Source: an optimization exercise on an open RTL-to-GDS flow (aim: small area). Production flows keep margins and buffers that such runs may drop.
Where RTL was checked, it was by simulation tests only, not by an equivalence proof against the original.
Power and IR drop assume default switching activity.

==> run a <==
## fifo_priority
module fifo_priority
#(
  parameter int DW    = 33,
  parameter int DEPTH = 5
)
(
  input  logic                clk,
  input  logic                rst,
  input  logic[DW-1:0]      data_in,
  input  logic              vld_i,
  output logic              rdy_o,
  output logic[DW-1:0]   data_out,
  output logic              vld_o,
  input  logic              rdy_i
);
==> module fifo_sel3, before the edit <==
module fifo_sel3
#(
  parameter int W = 32
)(
  input  logic         ld,
  input  logic         sh,
  input  logic         hd,
  input  logic [W-1:0] a,
  input  logic [W-1:0] b,
  input  logic [W-1:0] c,
  output logic [W-1:0] y
);
assign y = ~(({W{ld}} & a) | ({W{sh}} & b) | ({W{hd}} & c));
endmodule
==> module fifo_sel2, before the edit <==
module fifo_sel2
#(
  parameter int W = 32
)(
  input  logic         sa,
  input  logic         sb,
  input  logic [W-1:0] a,
  input  logic [W-1:0] b,
  output logic [W-1:0] y
);
assign y = ~(({W{sa}} & a) | ({W{sb}} & b));
endmodule
==> module fifo_front, before the edit <==
module fifo_front
#(
  parameter int W = 32
)(
  input  logic         sa,
  input  logic         sb,
  input  logic         inv,
  input  logic [W-1:0] a,
  input  logic [W-1:0] b,
  output logic [W-1:0] y
);
assign y = (({W{sa}} & a) | ({W{sb}} & b)) ^ {W{inv}};
endmodule
==> module fifo_slot_ctl, before the edit <==
module fifo_slot_ctl (
  input  logic wr,
  input  logic r,
  input  logic a,
  input  logic b,
  output logic ld,
  output logic sh,
  output logic hd
);
assign ld = wr & (r ? a : b);
assign sh = r & !ld;
assign hd = !r & !ld;
endmodule
==> module fifo_priority, before the edit <==
module fifo_priority
#(
  parameter int DW    = 33,
  parameter int DEPTH = 5
)
(
  input  logic                clk,
  input  logic                rst,
  input  logic[DW-1:0]      data_in,
  input  logic              vld_i,
  output logic              rdy_o,
  output logic[DW-1:0]   data_out,
  output logic              vld_o,
  input  logic              rdy_i
);
localparam int W   = DW - 1;          
localparam int NS  = 2 * DEPTH - 1;   
localparam int MID = DEPTH - 1;       
logic [DEPTH-1:0] h_occ, l_occ;
logic             pol;
logic [W-1:0]     din_p;
logic [W-1:0]     slot [NS];
logic h_ne, l_ne;
logic push, push_h, push_n, pop_h, pop_n;
assign h_ne = h_occ[0];
assign l_ne = l_occ[0];
assign rdy_o = !(h_occ[DEPTH-1] | l_occ[DEPTH-1]);
assign vld_o = h_ne | l_ne;
assign push   = vld_i & rdy_o;
assign push_h = push & data_in[DW-1];
assign push_n = push & !data_in[DW-1];
assign pop_h  = rdy_i & h_ne;
assign pop_n  = rdy_i & !h_ne & l_ne;
always_ff @(posedge clk) begin
  if (rst) pol <= 1'b0;
  else     pol <= !pol;
end
assign din_p = data_in[W-1:0] ^ {W{pol}};
logic inc_h, dec_h, inc_n, dec_n;
logic [DEPTH-1:0] h_occ_nxt, l_occ_nxt;
assign inc_h = push_h & !pop_h;
assign dec_h = pop_h & !push_h;
assign inc_n = push_n & !pop_n;
assign dec_n = pop_n & !push_n;
always_comb begin
  for (int k = 0; k < DEPTH; k++) begin
    h_occ_nxt[k] = (h_occ[k] & ((k + 1 < DEPTH ? h_occ[k+1] : 1'b0) | !dec_h)) |
                   (inc_h & (k > 0 ? h_occ[k-1] : 1'b1));
    l_occ_nxt[k] = (l_occ[k] & ((k + 1 < DEPTH ? l_occ[k+1] : 1'b0) | !dec_n)) |
                   (inc_n & (k > 0 ? l_occ[k-1] : 1'b1));
  end
end
always_ff @(posedge clk) begin
  if (rst) begin
    h_occ <= '0;
    l_occ <= '0;
  end else begin
    h_occ <= h_occ_nxt;
    l_occ <= l_occ_nxt;
  end
end
function automatic logic is_cnt(input logic [DEPTH-1:0] occ, input int k);
  logic gt_km1, gt_k;
  gt_km1 = (k == 0) ? 1'b1 : occ[k-1];
  gt_k   = (k >= DEPTH) ? 1'b0 : occ[k];
  is_cnt = gt_km1 & !gt_k;
endfunction
logic [NS-1:0] ld, sh, hd;
logic r_n;
logic [MID-1:0] h_at_r, h_at_s, l_at_r, l_at_s;
assign r_n = rdy_i & !h_ne;
always_comb begin
  for (int i = 0; i < MID; i++) begin
    h_at_r[i] = (i == 0) ? !h_occ[1] : is_cnt(h_occ, i + 1);
    h_at_s[i] = is_cnt(h_occ, i);
    l_at_r[i] = (i == 0) ? !l_occ[1] : is_cnt(l_occ, i + 1);
    l_at_s[i] = is_cnt(l_occ, i);
  end
end
for (genvar i = 0; i < MID; i++) begin : g_ctl
  fifo_slot_ctl u_h (
    .wr(push_h), .r(rdy_i), .a(h_at_r[i]), .b(h_at_s[i]),
    .ld(ld[i]), .sh(sh[i]), .hd(hd[i])
  );
  fifo_slot_ctl u_n (
    .wr(push_n), .r(r_n), .a(l_at_r[i]), .b(l_at_s[i]),
    .ld(ld[NS-1-i]), .sh(sh[NS-1-i]), .hd(hd[NS-1-i])
  );
end
assign ld[MID] = (push_h & !rdy_i & is_cnt(h_occ, MID)) |
                 (push_n & !r_n & is_cnt(l_occ, MID));
assign sh[MID] = 1'b0;
assign hd[MID] = !ld[MID];
logic [W-1:0] slot_nxt [NS];
for (genvar i = 0; i < NS; i++) begin : g_slot
  if (i == MID) begin : g_mid
    fifo_sel2 #(.W(W)) u_sel (
      .sa(ld[i]), .sb(hd[i]),
      .a(din_p), .b(slot[i]), .y(slot_nxt[i])
    );
  end else begin : g_end
    fifo_sel3 #(.W(W)) u_sel (
      .ld(ld[i]), .sh(sh[i]), .hd(hd[i]),
      .a(din_p), .b(slot[i < MID ? i + 1 : i - 1]), .c(slot[i]),
      .y(slot_nxt[i])
    );
  end
end
always_ff @(posedge clk) begin
  for (int i = 0; i < NS; i++) slot[i] <= slot_nxt[i];
end
logic [W-1:0] front;
fifo_front #(.W(W)) u_out (
  .sa(h_ne), .sb(!h_ne), .inv(pol), .a(slot[0]), .b(slot[NS-1]), .y(front)
);
assign data_out = {h_ne, front};
endmodule
Settings: LEC_CHECK=0, CAP_MARGIN=20, CORE_MARGIN=2, CORE_UTILIZATION=75, SLEW_MARGIN=20, SYNTH_HIERARCHICAL=1, SYNTH_MINIMUM_KEEP_SIZE=0; clock period 5.0 ns.
standard.sh (not shown) runs the stock make flow with config.mk's settings and CLKGATE_MAP_FILE= SYNTH_SCRIPT=/design/flow/synth_recipe.tcl, a recipe that flattens the netlist after the stock synthesis.
==> flow/flow/run.sh <==
#!/bin/bash
# The standard layout, with two changes: the port buffers are the smallest
# buffer cell, and clock tree synthesis uses small clock buffers and adds no
# dummy loads.
set -euo pipefail
cd "$(dirname "$0")/.."
bash standard.sh \
  "BUFFER_PORTS_ARGS=-buffer_cell sky130_fd_sc_hd__buf_1" \
  "CTS_ARGS=-sink_clustering_enable -repair_clock_nets -dont_use_dummy_load -buf_list {sky130_fd_sc_hd__clkbuf_8} -sink_clustering_size 18 -sink_clustering_max_diameter 90" \
  finish > flow.log 2>&1
==> run b (differences from run a) <==
==> flow/design.v (replaced) <==
module fifo_sel3
#(
  parameter int W = 32
)(
  input  logic         ld,
  input  logic         sh,
  input  logic         hd,
  input  logic [W-1:0] a,
  input  logic [W-1:0] b,
  input  logic [W-1:0] c,
  output logic [W-1:0] y
);
assign y = ({W{ld}} & a) | ({W{sh}} & b) | ({W{hd}} & c);
endmodule
module fifo_priority
#(
  parameter int DW    = 33,
  parameter int DEPTH = 5
)
(
  input  logic                clk,
  input  logic                rst,
  input  logic[DW-1:0]      data_in,
  input  logic              vld_i,
  output logic              rdy_o,
  output logic[DW-1:0]   data_out,
  output logic              vld_o,
  input  logic              rdy_i
);
localparam int W  = DW - 1;           
localparam int NS = 2 * DEPTH - 1;    
localparam int MID = DEPTH - 1;       
localparam int CW = $clog2(DEPTH + 1);
logic [CW-1:0] h_cnt, l_cnt;
logic [W-1:0]  slot [NS];
logic h_ne, l_ne, h_full, l_full;
logic push, push_h, push_n, pop_h, pop_n;
assign h_ne   = (h_cnt != '0);
assign l_ne   = (l_cnt != '0);
assign h_full = (h_cnt == CW'(DEPTH));
assign l_full = (l_cnt == CW'(DEPTH));
assign rdy_o = !(h_full | l_full);
assign vld_o = h_ne | l_ne;
assign push   = vld_i & rdy_o;
assign push_h = push & data_in[DW-1];
assign push_n = push & !data_in[DW-1];
assign pop_h  = rdy_i & h_ne;
assign pop_n  = rdy_i & !h_ne & l_ne;
always_ff @(posedge clk) begin
  if (rst) begin
    h_cnt <= '0;
    l_cnt <= '0;
  end else begin
    if (push_h & !pop_h) h_cnt <= h_cnt + 1'b1;
    else if (!push_h & pop_h) h_cnt <= h_cnt - 1'b1;
    if (push_n & !pop_n) l_cnt <= l_cnt + 1'b1;
    else if (!push_n & pop_n) l_cnt <= l_cnt - 1'b1;
  end
end
logic [NS-1:0] ld, sh, hd;
always_comb begin
  for (int i = 0; i < MID; i++) begin
    ld[i] = push_h & (pop_h ? (h_cnt == CW'(i + 1)) : (h_cnt == CW'(i)));
    sh[i] = !ld[i] & rdy_i;
    ld[NS-1-i] = push_n & (pop_n ? (l_cnt == CW'(i + 1)) : (l_cnt == CW'(i)));
    sh[NS-1-i] = !ld[NS-1-i] & rdy_i & !h_ne;
  end
  ld[MID] = (push_h & !pop_h & (h_cnt == CW'(MID))) |
            (push_n & !pop_n & (l_cnt == CW'(MID)));
  sh[MID] = 1'b0;
  hd = ~(ld | sh);
end
logic [W-1:0] slot_nxt [NS];
for (genvar i = 0; i < NS; i++) begin : g_slot
  if (i == MID) begin : g_mid
    fifo_sel3 #(.W(W)) u_sel (
      .ld(ld[i]), .sh(1'b0), .hd(hd[i]),
      .a(data_in[W-1:0]), .b(slot[i]), .c(slot[i]), .y(slot_nxt[i])
    );
  end else begin : g_end
    fifo_sel3 #(.W(W)) u_sel (
      .ld(ld[i]), .sh(sh[i]), .hd(hd[i]),
      .a(data_in[W-1:0]), .b(slot[i < MID ? i + 1 : i - 1]), .c(slot[i]),
      .y(slot_nxt[i])
    );
  end
end
always_ff @(posedge clk) begin
  for (int i = 0; i < NS; i++) slot[i] <= slot_nxt[i];
end
assign data_out = {h_ne, h_ne ? slot[0] : slot[NS-1]};
endmodule
==> flow/run.sh (new file) <==
#!/bin/bash
# synth_recipe.tcl (not shown) runs the flow's synth.tcl, then flattens the netlist and writes it again
# the make line also repeats each setting of config.mk as NAME=value (left out here)
make -C /OpenROAD-flow-scripts/flow DESIGN_CONFIG=/design/flow/config.mk WORK_HOME=/design/flow/orfs CLKGATE_MAP_FILE= SYNTH_SCRIPT=/design/flow/synth_recipe.tcl finish
--- a/flow/config.mk
+++ b/flow/config.mk
@@ -9,3 +9,3 @@
 export CORE_MARGIN = 2
-export CORE_UTILIZATION = 75
+export CORE_UTILIZATION = 40
 export SLEW_MARGIN = 20
removed: flow/flow/run.sh
removed: flow/standard.sh
==> run c (differences from run a) <==
--- a/flow/design.v
+++ b/flow/design.v
@@ -39,15 +39,2 @@
 endmodule
-module fifo_slot_ctl (
-  input  logic wr,
-  input  logic r,
-  input  logic a,
-  input  logic b,
-  output logic ld,
-  output logic sh,
-  output logic hd
-);
-assign ld = wr & (r ? a : b);
-assign sh = r & !ld;
-assign hd = !r & !ld;
-endmodule
 module fifo_priority
@@ -90,16 +77,2 @@
 assign din_p = data_in[W-1:0] ^ {W{pol}};
-logic inc_h, dec_h, inc_n, dec_n;
-logic [DEPTH-1:0] h_occ_nxt, l_occ_nxt;
-assign inc_h = push_h & !pop_h;
-assign dec_h = pop_h & !push_h;
-assign inc_n = push_n & !pop_n;
-assign dec_n = pop_n & !push_n;
-always_comb begin
-  for (int k = 0; k < DEPTH; k++) begin
-    h_occ_nxt[k] = (h_occ[k] & ((k + 1 < DEPTH ? h_occ[k+1] : 1'b0) | !dec_h)) |
-                   (inc_h & (k > 0 ? h_occ[k-1] : 1'b1));
-    l_occ_nxt[k] = (l_occ[k] & ((k + 1 < DEPTH ? l_occ[k+1] : 1'b0) | !dec_n)) |
-                   (inc_n & (k > 0 ? l_occ[k-1] : 1'b1));
-  end
-end
 always_ff @(posedge clk) begin
@@ -109,4 +82,6 @@
   end else begin
-    h_occ <= h_occ_nxt;
-    l_occ <= l_occ_nxt;
+    if (push_h & !pop_h) h_occ <= {h_occ[DEPTH-2:0], 1'b1};
+    else if (!push_h & pop_h) h_occ <= {1'b0, h_occ[DEPTH-1:1]};
+    if (push_n & !pop_n) l_occ <= {l_occ[DEPTH-2:0], 1'b1};
+    else if (!push_n & pop_n) l_occ <= {1'b0, l_occ[DEPTH-1:1]};
   end
@@ -120,27 +95,14 @@
 logic [NS-1:0] ld, sh, hd;
-logic r_n;
-logic [MID-1:0] h_at_r, h_at_s, l_at_r, l_at_s;
-assign r_n = rdy_i & !h_ne;
 always_comb begin
   for (int i = 0; i < MID; i++) begin
-    h_at_r[i] = (i == 0) ? !h_occ[1] : is_cnt(h_occ, i + 1);
-    h_at_s[i] = is_cnt(h_occ, i);
-    l_at_r[i] = (i == 0) ? !l_occ[1] : is_cnt(l_occ, i + 1);
-    l_at_s[i] = is_cnt(l_occ, i);
+    ld[i] = push_h & (pop_h ? is_cnt(h_occ, i + 1) : is_cnt(h_occ, i));
+    sh[i] = !ld[i] & rdy_i;
+    ld[NS-1-i] = push_n & (pop_n ? is_cnt(l_occ, i + 1) : is_cnt(l_occ, i));
+    sh[NS-1-i] = !ld[NS-1-i] & rdy_i & !h_ne;
   end
+  ld[MID] = (push_h & !pop_h & is_cnt(h_occ, MID)) |
+            (push_n & !pop_n & is_cnt(l_occ, MID));
+  sh[MID] = 1'b0;
+  hd = ~(ld | sh);
 end
-for (genvar i = 0; i < MID; i++) begin : g_ctl
-  fifo_slot_ctl u_h (
-    .wr(push_h), .r(rdy_i), .a(h_at_r[i]), .b(h_at_s[i]),
-    .ld(ld[i]), .sh(sh[i]), .hd(hd[i])
-  );
-  fifo_slot_ctl u_n (
-    .wr(push_n), .r(r_n), .a(l_at_r[i]), .b(l_at_s[i]),
-    .ld(ld[NS-1-i]), .sh(sh[NS-1-i]), .hd(hd[NS-1-i])
-  );
-end
-assign ld[MID] = (push_h & !rdy_i & is_cnt(h_occ, MID)) |
-                 (push_n & !r_n & is_cnt(l_occ, MID));
-assign sh[MID] = 1'b0;
-assign hd[MID] = !ld[MID];
 logic [W-1:0] slot_nxt [NS];
==> flow/flow/run.sh (replaced) <==
#!/bin/bash
# The standard layout, with two changes: the port buffers are the smallest
# buffer cell, and clock tree synthesis uses small clock buffers and adds no
# dummy loads.
set -euo pipefail
cd "$(dirname "$0")/.."
bash standard.sh \
  "BUFFER_PORTS_ARGS=-buffer_cell sky130_fd_sc_hd__buf_1" \
  "CTS_ARGS=-sink_clustering_enable -repair_clock_nets -dont_use_dummy_load -buf_list {sky130_fd_sc_hd__clkbuf_8} -sink_clustering_size 20 -sink_clustering_max_diameter 90" \
  finish > flow.log 2>&1
--- a/flow/config.mk
+++ b/flow/config.mk
@@ -9,3 +9,3 @@
 export CORE_MARGIN = 2
-export CORE_UTILIZATION = 75
+export CORE_UTILIZATION = 40
 export SLEW_MARGIN = 20
==> qor summary <==
| quantity | run b | run a | run c |
|---|---|---|---|
| Share of the synthesized area in compound gates (AO/OA/AOI/OAI) | 26.6% | 29.9% | 29.0% |
| Number of rows created at floorplan | 62 | 44 | 60 |
| Design area | 13600 um2 | 11300 um2 | 11600 um2 |
| Power Clock | 2.27 mW | 1.06 mW | 1.03 mW |
| Max transition margin | 23.0% | 25.6% | 23.0% |
| Wire length per cell | 21.1 um | 30.0 um | 25.2 um |
| Outcome | timing/DRC/antenna clean | timing/DRC/antenna clean | timing/DRC/antenna clean |
| Simple-gate share of the synthesized area | 5.06% | 2.12% | 2.18% |
| Fraction of power consumed by the clock network | 23.5% | 22.6% | 20.8% |
| Power per cell area | 711 nW/um2 | 416 nW/um2 | 430 nW/um2 |
| Slowest cell on crit path | sky130_fd_sc_hd__nor2b_4 | sky130_fd_sc_hd__dfxtp_1 | sky130_fd_sc_hd__dfxtp_2 |
| Summed instance area of the synthesized netlist | 11700 um2 | 11000 um2 | 11100 um2 |
| Half-perimeter wire length after detailed placement | 20200 um | 18100 um | 17900 um |
| Met2 wire len | 16000 um | 14500 um | 14500 um |
| Number of DRC violations after detailed-routing iteration 0 | 2162 | 2808 | 1883 |
| Adder-Cell Fraction of Synth Area | 1.61% | 0% | 0.226% |
| Syn Area/Cell | 9.95 um2 | 12.7 um2 | 12.6 um2 |
Only the layout flow was run in run b; the RTL was not checked for function there.

[separate check: timing with driven ports]
The flow's constraints put no driver on any port. The routed layouts listed below were extracted and timed again, unchanged, in two steps.
Step 1 assumes that a clkbuf_16 drives the clock port and a buf_2 every other input.
Step 2 times the ports against the registers' clock, not the clock port: input delays grow and output delays shrink by t, the midpoint of the rising clock arrivals with the driver on.
a / b / c = ideal / step 1 / step 2; a / b = the first two.
run	t (ns)	setup slack, ns	worst setup path at the end	clock arrival spread, ns	pins driven straight from the clock port
run a	0.568	1.046 / 1.006 / 1.336	input to register	0.031 / 0.030	1
run b	0.597	0.905 / 0.856 / 1.174	input to register	0.013 / 0.013	1
run c	0.575	1.618 / 1.573 / 1.484	input to register	0.009 / 0.009	1
After both steps every run listed still meets setup and hold. For run c, which loses most, drivers alone change the setup slack by -0.045 ns; drivers and shift together by -0.134 ns.
